From an optimization exercise on the open Yosys and OpenROAD flow, aimed at small area; shortcuts taken in it are not production practice.
No functional check of the RTL was part of this run.
Power figures rest on the tool's default switching activity, not on a simulated workload.

File: flow/config.mk
export PLATFORM = sky130hd
export DESIGN_NAME = irig_ctrl
export DESIGN_NICKNAME = irig_ctrl
export VERILOG_FILES = /design/flow/design.v
export SDC_FILE = /design/flow/constraint.sdc
export NUM_CORES = 4
export LEC_CHECK = 0
export CAP_MARGIN = 20
export CORE_MARGIN = 2
export CORE_UTILIZATION = 40
export SLEW_MARGIN = 20
File: flow/constraint.sdc
create_clock -name core_clock -period 5.0 [get_ports {clk}]
set_input_delay 1.0000 -clock core_clock [delete_from_list [all_inputs] [get_ports {clk}]]
set_output_delay 1.0000 -clock core_clock [all_outputs]
set_load 0.01 [all_outputs]
File: flow/design.v
`timescale 1 ns / 1 ps
module irig_read_2 ( clk ,ce ,state ,en ,irig_data ,cal ,hrd_rst ,ind ,write ,dir ,start ,rst_reg ,cont ,in_frame ,terminate ,issue, aux_out );
output [3:0] aux_out;
wire [3:0] aux_out;
output [4:0] state ;
wire [4:0] state ;
output write ;
wire write ;
output [3:0] dir ;
wire [3:0] dir ;
output start ;
wire start ;
output rst_reg ;
wire rst_reg ;
output cont ;
wire cont ;
output in_frame ;
wire in_frame ;
output terminate ;
wire terminate ;
output issue ;
wire issue ;
input clk ;
wire clk ;
input ce ;
wire ce ;
input en ;
wire en ;
input [2:0] irig_data ;
wire [2:0] irig_data ;
input cal ;
wire cal ;
input hrd_rst ;
wire hrd_rst ;
input [7:0] ind ;
wire [7:0] ind ;
reg[1:0] count;
reg[7:0] count_fin;
reg[3:0] aux;
reg[4:0] next_state;
parameter start_state = 5'b01111;
parameter a = 5'b01110;
parameter b = 5'b01100;
parameter c = 5'b01101;
parameter d = 5'b11101;
parameter e = 5'b11001;
parameter f = 5'b01001;
parameter g = 5'b10111;
parameter h = 5'b10101;
parameter i = 5'b10011;
parameter j = 5'b10010;
parameter k = 5'b00110;
parameter l = 5'b00010;
parameter m = 5'b10100;
parameter n = 5'b10110;
parameter o = 5'b11110;
parameter p = 5'b10000;
parameter q = 5'b00000;
parameter r = 5'b00100;
parameter s = 5'b00101;
parameter t = 5'b10001;
parameter u = 5'b00001;
parameter v = 5'b01000;
parameter x = 5'b11100;
parameter y = 5'b01011;
parameter z = 5'b11111;
parameter aa = 5'b11000;
parameter [7:0]val = 8'b00000011;
reg[3:0] dir_dic;
always@(*)begin
	case(ind)
		8'd1, 8'd2, 8'd3, 8'd4:			dir_dic = 4'b0000;
		8'd6, 8'd7, 8'd8:			dir_dic = 4'b0001;
		8'd9, 8'd19, 8'd29, 8'd39, 8'd49:	dir_dic = 4'b1100;
		8'd10, 8'd11, 8'd12, 8'd13:		dir_dic = 4'b0010;
		8'd15, 8'd16, 8'd17:			dir_dic = 4'b0011;
		8'd20, 8'd21, 8'd22, 8'd23:		dir_dic = 4'b0100;
		8'd24:					dir_dic = 4'b0111;
		8'd25, 8'd26:				dir_dic = 4'b0101;
		8'd30, 8'd31, 8'd32, 8'd33:		dir_dic = 4'b0110;
		8'd35, 8'd36, 8'd37, 8'd38:		dir_dic = 4'b0111;
		8'd40, 8'd41:				dir_dic = 4'b1000;
		default:				dir_dic = 4'b1111;
	endcase
end
reg terminate_, cont_, in_frame_, issue_, rst_reg_, start_, write_;
reg[3:0] dir_;
reg[4:0] actual_state;
always@(posedge clk, posedge hrd_rst)begin
	if(hrd_rst)
		actual_state <= start_state;
	else
		actual_state <= next_state;
end
always@(*)begin
	case(actual_state)
	   	start_state:
	   		next_state = a;
	   	a:
	   		next_state = b;
	   	b:
	   		if(~cal)		next_state = b;
		   	else			next_state = c;
	   	c:
	   		next_state = d;
	   	d:
	   		next_state = e;
	   	e:
	   		if(~en)			next_state = e;
	   		else			next_state = f;
	   	f:
	   		next_state = y;
	   	g:
			next_state = h;
		h:
			if(irig_data == 3'b111)	next_state = i;
			else 			next_state = z;
		i:
			next_state = j;
		j:
			if(count == 2)		next_state = k;
			else				next_state = x;
		k:
			next_state = l;
		l:
			if(~en)			next_state = l;
			else			next_state = m;
		m:
			if(ind==100)			next_state = n;
			else 				next_state = aa;
		n:
			if(count_fin==val)	next_state = o;
			else 				next_state = n;
		o:
			next_state = b;
		p:
			if(aux==4'b1100)	next_state = r;
			else if(aux==4'b1111)	next_state = q;
			else if(aux<9)		next_state = t;
			else			next_state = p;
		q:
			next_state = l;
		r:
			if(irig_data == 3'b111)		next_state = q;
			else						next_state = s;
		s:
			next_state = c;
		t:
			if(irig_data == 3'b011)			next_state = u;
			else if(irig_data == 3'b001)	next_state = v;
			else 							next_state = s;
		u:
			next_state = q;
		v:
			next_state = q;
		x:
			next_state = e;
		y:
			next_state = g;
                z:
                        next_state = d;
                aa:
                        next_state = p;
		default:
			next_state = c;
	endcase
end
always@(posedge clk, posedge hrd_rst) begin
	if(hrd_rst) begin
		rst_reg_ <= 0;
		cont_ <= 0;
		dir_ <= 4'b1111;
		start_ <= 0;
		write_ <= 0;
		in_frame_ <= 0;
		terminate_ <= 0;
		issue_ <= 0;
		aux <= 4'b1111;
	end
	else case(actual_state)
		start_state:
			begin
			 	start_ <= 0;
				terminate_ <= 0;
			 	cont_ <= 0;
				in_frame_ <= 0;
				issue_ <= 0;
				rst_reg_ <= 1;
				dir_ <= 4'b1111;
				write_ <= 0;
			end
		a:
		  	begin
				dir_ <= 4'b1111;
				rst_reg_ <= 0;
			end
		b:
			begin
				terminate_ <= 0;
				rst_reg_ <= 0;
			end
		c:
			begin
				start_ <= 0;
				rst_reg_ <= 1;
				issue_ <= 0;
			end
		d:
			begin
				rst_reg_ <= 0;
                                issue_ <= 0;
			end
		e:
                        begin
                            rst_reg_ <= 0;
			    cont_ <= 0;
                        end
                f:
                        begin
                            rst_reg_ <= 0;
                        end
		k:
			begin
				in_frame_ <= 1;
				start_ <= 1;
			end
		l:
			begin
				in_frame_ <= 0;
				terminate_ <= 0;
				issue_ <= 0;
				cont_ <= 0;
			end
		n:
			dir_ <= 4'b1111;
		o:
			terminate_ <= 1;
		aa:
			aux <= dir_dic;
		q:
			begin
				dir_ <= 4'b1111;
				in_frame_ <= 1;
			end
		s:
			begin
				dir_ <= 4'b1111;
				issue_ <= 1;
			end
		u:
			begin
				dir_ <= aux;
				write_ <= 1;
			end
		v:
			begin
				dir_ <= aux;
				write_ <= 0;
			end
		x:
			cont_ <= 1;
                z:
                        issue_ <= 1;
		default: ;
	endcase
end
always@(posedge clk) begin
	case(actual_state)
		d:
			count <= 0;
		i:
			count <= count + 1;
		l:
			count_fin <= 0;
		n:
			count_fin <= count_fin + 1;
		default: ;
	endcase
end
assign start = start_;
assign terminate = terminate_;
assign dir = dir_;
assign write = write_;
assign rst_reg = rst_reg_;
assign cont = cont_;
assign in_frame = in_frame_;
assign state = actual_state;
assign issue = issue_;
assign aux_out = aux;
endmodule
`timescale 1 ns / 1 ps
module parse_inputs ( clk ,ce ,hard_rst ,rst ,gpio ,cal ,in_frame ,terminate ,cont ,en_ind ,rst_ind ,data_ready ,en_cbh ,rst_cbh, state_out, reg_wait);
output en_ind ;
wire en_ind ;
output rst_ind ;
wire rst_ind ;
output data_ready ;
wire data_ready ;
output en_cbh ;
wire en_cbh ;
output rst_cbh ;
wire rst_cbh ;
output [3:0] state_out;
wire  [3:0] state_out;
input clk ;
wire clk ;
input ce ;
wire ce ;
input hard_rst ;
wire hard_rst ;
input rst ;
wire rst ;
input gpio ;
wire gpio ;
input cal ;
wire cal ;
input in_frame ;
wire in_frame ;
input terminate ;
wire terminate ;
input cont ;
wire cont ;
input[15:0] reg_wait;
wire[15:0] reg_wait;
reg[15:0] aux;
reg[15:0] counter;
reg[3:0] next_state;
parameter start = 4'b1011;
parameter a = 4'b1010;
parameter b = 4'b0010;
parameter c = 4'b0000;
parameter d = 4'b1101;
parameter e = 4'b1111;
parameter f = 4'b1110;
parameter g = 4'b1000;
parameter h = 4'b0101;
parameter i = 4'b1100;
parameter j = 4'b0001;
parameter k = 4'b1001;
parameter l = 4'b0100;
parameter m = 4'b0110;
reg[3:0] actual_state;
reg en_ind_r, rst_ind_r, en_cbh_r, rst_cbh_r, data_ready_r;
always@(posedge clk, posedge hard_rst)begin
	if(hard_rst)
		actual_state <= start;
	else
		actual_state <= next_state;
end
always@(*)begin
	case(actual_state)
		start:
			next_state = a;
		a:
			next_state = b;
		b:
			if(~cal)		next_state = b;
			else			next_state = c;
		c:
			next_state = h;
		d:
			if(~gpio)		next_state = d;
			else			next_state = e;
		e:
			if(gpio)		next_state = e;
			else			next_state = m;
		f:
			next_state = g;
		g:
			if(terminate)	next_state = a;
			else if(rst& ~terminate)	next_state = k;
			else if(in_frame & ~rst & ~terminate )	next_state = i;
			else if(cont & ~in_frame & ~rst & ~terminate)	next_state = c;
			else	next_state = g;
		h:
			next_state = d;
		i:
			next_state = j;
		j:
			next_state = c;
		k:
			next_state = l;
		l:
			next_state = c;
		m:
			begin
				if(aux < counter)	next_state = f;
				else              next_state = c;
			end
		default:
			next_state = start;
	endcase
end
always@(posedge clk, posedge hard_rst) begin
	if(hard_rst) begin
		en_ind_r <= 0;
		rst_ind_r <= 0;
		en_cbh_r <= 0;
		rst_cbh_r <= 0;
		data_ready_r <= 0;
	end
	else case(actual_state)
		start:
		begin
			data_ready_r <= 0;
			en_ind_r <= 0;
			rst_ind_r <= 1;
			en_cbh_r <= 0;
			rst_cbh_r <= 1;
		end
		a:
			rst_ind_r <= 1;
		b:
			rst_ind_r <= 0;
		c:
			rst_cbh_r <= 1;
		e:
			en_cbh_r <= 1;
		f:
		begin
			en_cbh_r <= 0;
			data_ready_r <= 1;
		end
		g:
			data_ready_r <= 0;
		h:
			rst_cbh_r <= 0;
		i:
			en_ind_r <= 1;
		j:
			en_ind_r <= 0;
		k:
			begin
			en_ind_r <= 0;
			rst_ind_r <= 1;
			end
		l:
			rst_ind_r <= 0;
		m:
			en_cbh_r <= 0;
		default: ;
	endcase
end
always@(posedge clk) begin
	case(actual_state)
		start:
			aux <= reg_wait;
		c:
			counter <= 0;
		e:
			counter <= counter +1;
		default: ;
	endcase
end
assign data_ready = data_ready_r;
assign en_ind = en_ind_r;
assign rst_ind = rst_ind_r;
assign en_cbh = en_cbh_r;
assign rst_cbh = rst_cbh_r;
assign state_out = actual_state;
endmodule
`timescale 1 ns / 1 ps
module fsm_frac_sec (clk ,ce ,hard_rst, gpio,new_count, waiting, threshold, state );
output new_count;
wire new_count;
output[2:0] state;
wire [2:0]	state;
input clk;
wire clk;
input ce;
wire ce;
input hard_rst;
wire hard_rst;
input gpio;
wire gpio;
input [15:0] threshold;
wire [15:0] threshold;
input [15:0] waiting;
wire [15:0]  waiting;
reg[15:0] aux;
reg[15:0] aux_wait;
reg[15:0] counter;
reg[2:0] actual_state;
reg[2:0] next_state;
reg new_count_r;
parameter start = 3'b000;
parameter a = 3'b100;
parameter b = 3'b101;
parameter c = 3'b001;
parameter d = 3'b011;
parameter e = 3'b111;
parameter f = 3'b110;
always@(posedge clk, posedge hard_rst)begin
	if(hard_rst)
		actual_state <= start;
	else
		actual_state <= next_state;
end
always@(*)begin
	case(actual_state)
		start:
			next_state = a;
		a:
			if(gpio)        next_state = b;
			else            next_state = a;
		b:
         		begin
				if(counter >aux)                 next_state = c;
				else if (~gpio)			 next_state = start;
				else                         	 next_state = b;
         		end
      		c:
			next_state = d;
		d:
			if(counter>aux_wait)			next_state = e;
			else					next_state = d;
		e:
			if(~gpio)				next_state = f;
			else					next_state = e;
		f:
			next_state = a;
		default:
			next_state = start;
	endcase
end
always@(posedge clk, posedge hard_rst) begin
	if(hard_rst) begin
		new_count_r <= 0;
		counter <= 0;
	end
	else case(actual_state)
		start:
				new_count_r <= 0;
		b:
			counter <= counter+1;
		c:
			begin
				new_count_r <= 1;
				counter <= 0;
			end
     		d:
			begin
				counter <= counter+1;
				new_count_r <= 0;
			end
		f:
			counter <= 0;
		default: ;
	endcase
end
always@(posedge clk) begin
	if(actual_state == start) begin
		aux <= threshold;
		aux_wait <= waiting;
	end
end
assign new_count = new_count_r;
assign state = actual_state;
endmodule
`timescale 1 ns / 1 ps
module irig_ctrl (
    input         clk,
    input         rst,
    input         ir_en,
    input         ir_cal,
    input  [2:0]  ir_irig_data,
    input  [7:0]  ir_ind,
    output        ir_write,
    output [3:0]  ir_dir,
    output        ir_start,
    output        ir_rst_reg,
    output        ir_cont,
    output        ir_in_frame,
    output        ir_terminate,
    output        ir_issue,
    output [3:0]  ir_aux_out,
    input         pi_rst,
    input         pi_gpio,
    input         pi_cal,
    input         pi_in_frame,
    input         pi_terminate,
    input         pi_cont,
    input  [15:0] pi_reg_wait,
    output        pi_en_ind,
    output        pi_rst_ind,
    output        pi_data_ready,
    output        pi_en_cbh,
    output        pi_rst_cbh,
    input         fs_gpio,
    input  [15:0] fs_threshold,
    input  [15:0] fs_waiting,
    output        fs_new_count
);
    wire [4:0] ir_state;
    wire [3:0] pi_state;
    wire [2:0] fs_state;
    irig_read_2 u_irig (
        .clk(clk), .ce(1'b1), .state(ir_state), .en(ir_en),
        .irig_data(ir_irig_data), .cal(ir_cal), .hrd_rst(rst), .ind(ir_ind),
        .write(ir_write), .dir(ir_dir), .start(ir_start), .rst_reg(ir_rst_reg),
        .cont(ir_cont), .in_frame(ir_in_frame), .terminate(ir_terminate),
        .issue(ir_issue), .aux_out(ir_aux_out)
    );
    parse_inputs u_parse (
        .clk(clk), .ce(1'b1), .hard_rst(rst), .rst(pi_rst), .gpio(pi_gpio),
        .cal(pi_cal), .in_frame(pi_in_frame), .terminate(pi_terminate),
        .cont(pi_cont), .en_ind(pi_en_ind), .rst_ind(pi_rst_ind),
        .data_ready(pi_data_ready), .en_cbh(pi_en_cbh), .rst_cbh(pi_rst_cbh),
        .state_out(pi_state), .reg_wait(pi_reg_wait)
    );
    fsm_frac_sec u_frac (
        .clk(clk), .ce(1'b1), .hard_rst(rst), .gpio(fs_gpio),
        .new_count(fs_new_count), .waiting(fs_waiting),
        .threshold(fs_threshold), .state(fs_state)
    );
endmodule
File: flow/run.sh
#!/bin/bash
# synth_recipe.tcl (not shown) runs the flow's synth.tcl, then flattens the netlist and writes it again
# the make line also repeats each setting of config.mk as NAME=value (left out here)
make -C /OpenROAD-flow-scripts/flow DESIGN_CONFIG=/design/flow/config.mk WORK_HOME=/design/flow/orfs CLKGATE_MAP_FILE= SYNTH_SCRIPT=/design/flow/synth_recipe.tcl finish
==> notes.md <==
-- area by class of cell --
cell class / count / area (µm²) / area share, %
inverters: 66 / 249 / 2.83
clock buffers: 20 / 437 / 4.97
flip-flops and latches: 123 / 3470 / 39.5
clock inverters: 11 / 128 / 1.45
multi-input cells: 511 / 3320 / 37.7
well taps: 225 / 282 / 3.20
repair buffers: 91 / 908 / 10.3
-- synthesized netlist by cell type, types with 10 or more instances --
| cell | instances | share of area (%) |
|---|---|---|
| a21oi_1 | 61 | 4.3 |
| a31oi_1 | 10 | 0.88 |
| clkbuf_1 | 17 | 0.89 |
| dfrtp_1 | 34 | 12 |
| dfstp_2 | 15 | 5.5 |
| edfxtp_1 | 74 | 31 |
| ha_1 | 57 | 10 |
| inv_1 | 65 | 3.4 |
| nand2_1 | 61 | 3.2 |
| nand3_1 | 23 | 1.6 |
| nand4_1 | 16 | 1.4 |
| nor2_1 | 76 | 4.0 |
| nor3_1 | 14 | 0.98 |
| o21ai_0 | 41 | 2.9 |
| xnor2_1 | 19 | 2.3 |
| xor2_1 | 12 | 1.5 |
-- routing by layer --
metal | routed length (µm) | vias to the layer above
met5 | 0 | -
li1 | - | 2777
met2 | 7520 | 139
met4 | 205 | 0
met1 | 7170 | 2668
met3 | 678 | 21
-- layout by cell type, fill, tap and decap left out, types with 3 or more instances in the layout --
| cell | instances |
|---|---|
| a311oi_1 | 3 |
| dfstp_2 | 15 |
| o32ai_1 | 3 |
| a21oi_1 | 61 |
| clkinv_2 | 4 |
| or3_1 | 6 |
| xor2_1 | 12 |
| nor2_1 | 76 |
| bufinv_16 | 3 |
| clkbuf_1 | 3 |
| o211ai_1 | 9 |
| o2111ai_1 | 3 |
| ha_1 | 57 |
| edfxtp_1 | 74 |
| o21ai_0 | 41 |
| nand2_1 | 61 |
| nand4_1 | 16 |
| mux2i_1 | 4 |
| a31oi_1 | 10 |
| nor2b_1 | 7 |
| o22ai_1 | 5 |
| and2_1 | 5 |
| nand3_1 | 23 |
| dfrtp_1 | 34 |
| and3_1 | 7 |
| a211oi_1 | 5 |
| nor4_1 | 7 |
| clkdlybuf4s50_1 | 90 |
| xnor2_1 | 19 |
| clkbuf_16 | 17 |
| nand2b_1 | 8 |
| clkinv_1 | 4 |
| inv_1 | 64 |
| a21o_1 | 8 |
| nor3_1 | 13 |
| o22a_1 | 5 |
-- where the power goes --
part	switching [mW]	total, mW	internal, mW	leakage (nW)
Clock	0.422	1.19	0.769	0.274
Sequential	0.383	1.81	1.43	1.28
Combinational	0.770	1.39	0.622	2.00
-- final timing paths --
kind	from	endpoint	slack [ns]	cells past startpoint
min	u_frac.new_count_r	u_frac.new_count_r	0.50	1
min reg2reg	u_frac.new_count_r	u_frac.new_count_r	0.50	1
max reg2reg	u_irig.actual_state[1]	u_irig.count_fin[7]	2.53	2
max in group asynchronous	rst	u_frac.counter[7]	3.39	2
max	ir_ind[1]	u_irig.actual_state[2]	1.99	8
min in group asynchronous	rst	u_irig.actual_state[4]	1.08	2
-- per-stage QoR --
step / setup WS (ns) / cells / cell area (µm²)
2_1_floorplan: 1.55 / 728 / 7150
3_3_place_gp: 1.69 / 1016 / 8220
3_5_place_dp: 1.59 / 1016 / 8220
4_1_cts: 2.04 / 1047 / 8790
5_1_grt: 1.92 / 1047 / 8790
6_report: 1.99 / 1047 / 8790
-- sequential cells by signal, indices dropped and copies added (netlist names), 5 cells and up --
| signal | flops |
|---|---|
| u_frac.aux_wait | 16 |
| u_irig.count_fin | 8 |
| u_frac.aux | 16 |
| u_parse.aux | 16 |
| u_irig.actual_state | 5 |
| u_frac.counter | 16 |
| u_parse.counter | 16 |
-- worst reg2reg max path, cell delays in order (launching register included) --
cell and delay (ns):
dfstp_2 0.82, inv_1 0.31, nor4_2 0.95
-- cell families after synthesis --
| family | Yosys count | synth area share (%) |
|---|---|---|
| and+or+nand+nor | 244 | 16.3 |
| muxes | 5 | 0.718 |
| AOI/OAI and AO/OA | 172 | 14.9 |
| DFF | 123 | 48.5 |
| buffers and inverters | 94 | 5.22 |
| adders and majority gates | 58 | 10.1 |
| xor gates and xnor gates | 32 | 4.18 |
==> notes.md <==
max-cap violations=0; GP Congestion=0.915; slowest cell delay on critical path=0.64 ns; core area=17400 µm²; # nets final=937; global routing usage on met3=4.49%; largest net degree at the start of global routing=50; CTS tree=done; Clock Path Buffers=2; Synth Flop Type=edfxtp_1; num ports=91; Pre-Repair DR Iteration Count=5; Die Y-Extent=138 µm; Power Density=500 nW/µm²; number of flops mapped to enable cells by yosys=74; Port Buf Inserts=90; Setup crit end kind=register; post-DR wirelength/cell=14.9 µm; worst hold path class=reg2reg; met1 Resource Use GR=22.6%; fin crit period=3.01 ns; DP Wirelength=11.4 mm; synthesized area per cell=9.82 µm²; final hold violations=0; post-synthesis cell type count=64; # DRC=0; Detail Route Antenna Nets=0; Die X-Extent=138 µm; layout cells sized above 1=6.81%; CTS H-tree depth=4; VDD IR max=0.232 mV; Worst Setup Start Kind=primary input; CTS Hold Bufs=0; sequential share of the synthesized area=48.5%; Hold Slack=0.496 ns; Tot GR Track Use=17.4%; row count=48; Inserted Clock Buffers=17; routing usage on met2=28.2%; global-route wire length before repair=25.9 mm; Worst-path clk slew=0.06 ns; drt first-iter violations=511; Syn Inst Count=728; Mapped Area=7150 µm²; GR Overflow Total=0; Static Leak=3.55 nW; fillers=1587; P&R area growth vs syn=23.0%; register bit total from synthesis=123; worst-path maximum fanout=8; initial antenna violation count=0; TNS Setup=0 ns; number of diodes=0; CP Buf/Inv Count=2; Final Power=4.40 mW; Final Max Slew Viols=0; wirelength, routed=15.6 mm; relative slew slack=30.5%; Arr. time, crit path=3.33 ns; GRT Max-Usage Layer=met2; vias in the first global route=5503; final core occ=50.6%; Crit-path slowest cell=clkdlybuf4s50_1; slew of the pin with the lowest slew margin=1.04 ns; Die Area=18900 µm²; vias per cell=5.35; # setup viols final=0; post-CTS sizing=0; CTS Sinks=123; Req. time, crit path=5.32 ns; root buffer selected by CTS=clkbuf_16; Syn Nets=855; Initial Utilization=41.2%; yosys warns=3; critical path class=in2reg; async set-or-reset flop fraction in the synthesized netlist=39.8%; crit share post-route=60.2%; crit path cell chain=clkdlybuf4s50_1 -> inv_1 -> ha_1 -> and4b_1 -> a21oi_4 -> o22ai_1 -> and3_1 -> or4_1; later-pin clock latency in the skew report=0.42 ns; number of setup buffers added after CTS=0; Worst path top cell family by delay=simple AND/OR/NAND/NOR gates; Worst Skew=0.00682 ns; Peak Freq=332 MHz; Vias=5605; status=timing/DRC/antenna clean; RSZ-0062 raised after global routing=no

[separate check: timing with driven ports]
In the flow no input, the clock included, has a driving cell. The finished layout below was timed again as built, in two steps.
Step 1 sets driving cells, clkbuf_16 on the clock port and buf_2 on the other inputs (assumed; they add their load-dependent delay and slew).
Step 2, shift: input delay + t, output delay - t, t = (earliest + latest rising clock arrival at the registers) / 2. This alone moves slack from input paths to output paths.
a / b / c = ideal / step 1 / step 2; a / b = the first two.
shift t [ns]: 0.454
setup WS [ns]: 1.992 / 2.009 / 1.556
pins driven straight from the clock port: 1
After both steps this run still meets setup and hold. The setup slack of this run moves by +0.017 ns with the drivers and by -0.436 ns with both steps.
